This design comes from an exercise in tuning for small area and a short achievable clock period on the open sky130 flow, not from production work. No functional check of the RTL was part of any run shown here.

## flow/design.v (module list and top-level ports; edited modules follow where they fit)
// module mas_ripple_carry_adder_4b: 18 lines
// module mas_ripple_carry_adder_8b: 27 lines
// module mas_ripple_carry_adder_16b: 27 lines
// module mas_ripple_carry_adder_32b: 27 lines
// module mas_mul_vedic_2x2: 10 lines
// module mas_mul_vedic_4x4: 46 lines
// module mas_mul_vedic_8x8: 46 lines
// module mas_mul_vedic_16x16: 46 lines
// module mas_mul_vedic_32x32: 2135 lines
// module mas_mul_fa: 4 lines
// module mas_mul_ha: 4 lines
// module mas_mul_bsel: 3 lines
// module mas_mul_bseli: 3 lines
module mas_mul_vedic_32x32 (
  input               clk,
  input               rstn,
  input        [31:0] in1,
  input        [31:0] in2,
  output logic [63:0] res
);
  // ...
==> flow/flow/run.sh <==
#!/bin/bash
# The standard layout, with plain buffers (not delay cells) on the ports.
export BUFFER_PORTS_ARGS="-buffer_cell sky130_fd_sc_hd__buf_2"
bash standard.sh > standard.log 2>&1
==> flow/standard.sh <==
#!/bin/bash
# synth_recipe.tcl (not shown) runs the flow's synth.tcl, then flattens the netlist and writes it again
# the make line also repeats each setting of config.mk as NAME=value (left out here)
make -C /OpenROAD-flow-scripts/flow DESIGN_CONFIG=/design/flow/config.mk WORK_HOME=/design/flow/orfs CLKGATE_MAP_FILE= SYNTH_SCRIPT=/design/flow/synth_recipe.tcl "${@:-finish}"
==> flow/config.mk <==
export PLATFORM = sky130hd
export DESIGN_NAME = mas_mul_vedic_32x32
export DESIGN_NICKNAME = mas_mul_vedic_32x32
export VERILOG_FILES = /design/flow/design.v
export SDC_FILE = /design/flow/constraint.sdc
export NUM_CORES = 4
export LEC_CHECK = 0
export ABC_AREA = 1
export CAP_MARGIN = 60
export CORE_MARGIN = 2
export CORE_UTILIZATION = 40
export SLEW_MARGIN = 60
export SYNTH_HIERARCHICAL = 1
==> flow/constraint.sdc <==
create_clock -name core_clock -period 25.0 [get_ports {clk}]
set_input_delay 5.0000 -clock core_clock [delete_from_list [all_inputs] [get_ports {clk}]]
set_output_delay 5.0000 -clock core_clock [all_outputs]
set_load 0.01 [all_outputs]
==> flow_results.org, run 1 <==
** Layout
- After filler insertion, the fill cell instance count of the layout stands at 6418.
- The net count of the finished layout is 3445.
- 2270 cells are multi-input combinational gates.
- Relative to the synthesized area, the layout overhead comes to 6.956%.

** Yosys
- After synthesis, the netlist uses 38 different library cells.
- For this run, the register share of the synthesized area comes to 12.64%.
- Post-synthesis compound-gate area fraction :: 13.51%
- Yosys mapped a number of flops with a built-in enable equal to 0.

** Die
- Die Area :: 69410 um2
- Pin placement for this block handled 130 I/O pins.
- Placeable core region :: 66920 um2

** Detailed routing
- In this run, the number of DRC markers left after iteration 0 of detailed routing was 2544.
- Dividing the detail-routed wire length by the instance count gives 25.04 um.

** Clock tree
- Once the clock tree was built, the resizer swapped 0 gates to a different size.
- CTS sink count :: 144
- The number of hold buffers added after CTS was 0.
- TritonCTS Buffers :: 17

** Hold path
- The startpoint identified for the worst hold timing path is bneg[0].
- Worst min-delay path endpoint :: res[0]

** Worst setup path
- Worst Setup End Kind :: register
- In this run the worst setup path terminates at res[52].

** Global route
- Wire length of the first global-routing pass :: 143400 um
- Total track usage :: 26.93%
- Aggregate global routing overflow :: 0
- Via count of the first global-routing pass :: 24860

** Outcome
- The run finished with no timing, DRC or antenna violations.

** Placement
- After detailed placement, the total cell area comes to 28160 um2.

** STA
- Subtracting the final worst setup slack from the clock period gives 6260 ps.
==> run 2: changes to the inputs <==
--- a/flow/config.mk
+++ b/flow/config.mk
@@ -9,5 +9,5 @@
 export CAP_MARGIN = 60
 export CORE_MARGIN = 2
-export CORE_UTILIZATION = 40
+export CORE_UTILIZATION = 55
 export SLEW_MARGIN = 60
 export SYNTH_HIERARCHICAL = 1
==> flow_results.org, run 2 <==
** Worst setup path
- Reg-to-Reg Start :: bneg[15]
- Buffers plus inverters on the worst setup path :: 3
- In this run the worst path has a maximum fanout of 35.
- The cell family contributing the most delay on the critical path is adder cells.
- At the worst endpoint, the arrival time is 6620 ps.
- Largest stage delay, worst path :: 610 ps
- The setup path with the least slack is of type reg2reg.
- Most repeated library cell on the critical path :: fa_1
- Traced cell by cell, the critical path runs through buf_6 > inv_2 > nor2_1 > fa_1 > fa_1 > fa_1 > fa_1 > fa_1 > fa_1 > ha_1 > nand2_1 > nor2_1 > nand2_2 > inv_1 > nand2_1 > nor3_1 > nand2_1 > nand3_1 > nand2_1.
- STA classifies the critical path endpoint as a register.
- The worst register-to-register path ends at res[53].
- The setup check on the worst reg-to-reg path leaves a slack of 18770 ps.
- Critical Path Stages :: 19
- Kind of start point of the critical path :: register
- STA puts the critical path data required time at 25390 ps.
- R2R depth :: 19
- The slowest stage of the critical path belongs to the cell fa_1.

** Layout
- Post-synthesis to final-layout area growth :: 5.669%
- Fill cell count :: 4200 (-35%)
- Total inserted antenna cells :: 0
- Registers take 3508 um2.
- res holds more flip-flops than any other register.
- At the end of the flow the core is filled with cells to 58.49%.
- Most common library cell in the layout ignoring fill and taps :: xor2_1
- The register with the most flip-flops in the layout has 64 of them.
- In the layout the commonest cells are 546 x xor2_1, 496 x o22ai_1, 485 x fa_1.
- Multi-input gate area in the final layout :: 21750 um2
- The number of nets at the end of the flow came to 3446 (+0.029%).
- Cells with a size suffix above 1 make up 11.66% of the layout.
- Registers with the most flip-flops :: res (64), na (32)

** STA
- Fin crit share :: 24.91%
- Final setup TNS :: 0 ps
- The final critical path time including I/O delays and setup came to 6227 ps (-32.70 ps).
- Setup repair after global routing left no endpoint under its margin.
- Setup violation total in the final timing report :: 0
- Worst Max-Slew Pin Slew :: 601.6 ps
- In this run the tightest slew margin relative to its limit is 59.89%.
- Fmax :: 160.6 MHz
- Number of slew-limit violations in the final report :: 0
- Across the routed clock network, the largest skew measured is 25.51 ps.
- Hold Vio Cnt, Final :: 0

** Yosys
- The synthesized design spends more area on one cell type than any other, namely fa_1.
- By count the netlist is led by 546 x xor2_1, 496 x o22ai_1, 485 x fa_1.
- Post-synth top flop :: dfrtp_1
- The fraction of the yosys area taken by sequential cells came to 12.64% (unchanged).
- During synthesis, Yosys emitted a total of 7 warnings.
- Yosys attributes the largest share of cell area to fa_1 36%, xor2_1 18%, o22ai_1 12%.
- Synth top area share :: 36.06%
- Cell count after synthesis :: 2862
- The unique cell type count in the Yosys netlist is 38 (unchanged).
- Share of synthesized registers carrying an async set or reset :: 66.67%
- The number of flops mapped to enable cells by yosys came to 0 (unchanged).
- #FFs+latches synth :: 144
- Avg Synthesized Cell Area :: 9.408 um2
- xor2_1 is the most common cell in the netlist.
- The synthesized netlist occupies a cell area of 26930 um2.

** Clock tree
- CTS Hold Buffers Added :: 0 (unchanged)
- In this run the deepest clock path goes through 2 buffers.
- Once the clock tree was built, the setup fixing pass inserted 0 buffers.
- The total of cells resized after clock tree synthesis is 0 (unchanged).
- H-tree level count :: 4
- After clock tree synthesis, the clock-pin slew on the worst setup and hold paths is 70 ps.
- Skew-Pair Late Insertion Delay :: 510 ps
- The number of buffers inserted during clock tree synthesis was 17 (unchanged).
- Clock tree from TritonCTS :: done
- The tree is rooted in a clkbuf_16.
- CTS sink count :: 144 (unchanged)

** Global route
- Initial antenna violation count :: 1
- The remaining global-route overflow is 0 (unchanged).
- Via count of the first global-routing pass :: 23320 (-6.2%)
- Entering global routing, the biggest net connects 59 pins.
- Total track usage :: 36.06% (+9.1 points)
- The wire length of the first global-routing pass is 137900 um (-3.8%).

** Hold path
- The worst hold path was traced through 2 stages.
- The path with the worst hold slack has its endpoint at res[0].
- The startpoint identified for the worst hold timing path is bneg[0].
- Worst hold path type :: reg2reg

** Placement
- The wire-length estimate of the detail-placed layout is 58430 um.
- The congestion estimate from routability-driven global placement came to 0.8813.
- In this run the tool buffered the top-level ports with 129 buffer cells.

** Detailed routing
- First DRT Iteration DRCs :: 2905 (+14%)
- Remaining number of nets flagged by the antenna check after routing :: 0
- The average wire per standard cell was 25.86 um (+3.3%).
- For this run, design rule violations remaining after detail routing come to 0.
- Via Count :: 22370
- Ratio of routed vias to standard cells :: 6.530
- The first detailed-routing pass ran for 6 iterations.
- Total Wirelength :: 88600 um

** Die
- Initial Util :: 55.35%
- Horizontal die dimension :: 225.3 um
- Die Area :: 50740 um2 (-27%)
- The core footprint came to 48650 um2 (-27%).
- Number of top-level pins :: 130 (unchanged)
- Core Rows :: 81
- Die Y-Extent :: 225.3 um

** Flow run
- Reported max-cap violation count :: 0

** Outcome
- The run finished with no timing, DRC or antenna violations.
run 2: Yosys stat by module, one instance, submodules excluded:
module / area, um2 / cells inside / copies in the design / flip-flops and latches
mas_mul_vedic_32x32: 16800 / 2341 / 1 / 144
mas_mul_fa: 20.02 / 1 / 480 / 0
mas_mul_ha: 12.51 / 1 / 41 / 0
run 2: how the worst max path moves through the flow:
stage / start / slack (ps) / to
2_1_floorplan: na[29] / 19430 / res[33]
3_3_place_gp: bneg[15] / 18550 / res[55]
3_5_place_dp: bneg[15] / 18720 / res[53]
4_1_cts: bneg[15] / 18640 / res[60]
5_1_grt: bneg[15] / 18500 / res[55]
6_report: bneg[15] / 18770 / res[53]
run 2: stage by stage:
stage               hold slack (ps)  setup slack, ps  area [um2]  instances
floorplan                     542.6            19430       26960       2872
global placement              866.6            18550       27720       3393
detailed placement            752.5            18720       27870       3394
CTS                           774.6            18640       28450       3426
global route                  804.7            18500       28450       3426
finish                        763.5            18770       28450       3426
run 2: cell type report:
cell class,count,share of cell area (%)
Multi-Input combinational cell,2270,76.46
Sequential cell,144,12.33
Timing Repair Buffer,196,4.288
Tap cell,622,2.735
Inverter,162,2.137
Clock buffer,18,1.583
Clock inverter,14,0.4661
run 2: tightest hold or removal path, delay by kind of cell, from the launching register on:
kind / cells / cell delay, ps
xor+xnor: 1 / 190
flops: 1 / 320
buf+inv: 1 / 210
run 2: cell families after synthesis:
family / share of synthesized area, %
adders and majority gates: 40.89
AOI/OAI and AO/OA: 13.51
xor gates and xnor gates: 18.38
and+or+nand+nor: 7.839
buffers and inverters: 6.724
DFF: 12.64
other: 0.01393
run 2: per-layer routing:
layer	vias to the layer above	global-route usage [%]	part of all wire [%]
met4	2	15.94	4.5
met3	299	9.126	11
met1	11120	48.93	40
li1	9334	-	-
met2	1615	54.83	44
met5	-	0.09775	0.015

-- re-timing with driven ports --
No port has a modelled driver above. Below, the same layouts with a new extraction and two added sets of constraints. Step 1 (the two cells are an assumption about what drives the block):
set clk [get_ports {clk}]
set_driving_cell -lib_cell sky130_fd_sc_hd__clkbuf_16 $clk
set_driving_cell -lib_cell sky130_fd_sc_hd__buf_2 [delete_from_list [all_inputs] $clk]
Step 2 moves the port delays by t, midway between the first and last clock arrival at a register: inputs arrive t later, outputs are due t later. That takes back most of the time a late clock gives input paths. a / b / c = no drivers / after step 1 / after step 2; a / b = the first two.
| run | t, ns | setup WS [ns] | worst hold slack (ns) | clock arrival spread, ns |
|---|---|---|---|---|
| run 1 | 0.554 | 18.740 / 18.740 / 18.740 | 0.829 / 0.829 / 0.829 | 0.026 / 0.026 |
| run 2 | 0.564 | 18.773 / 18.773 / 18.773 | 0.763 / 0.763 / 0.763 | 0.026 / 0.025 |
After both steps every run listed still meets setup and hold.
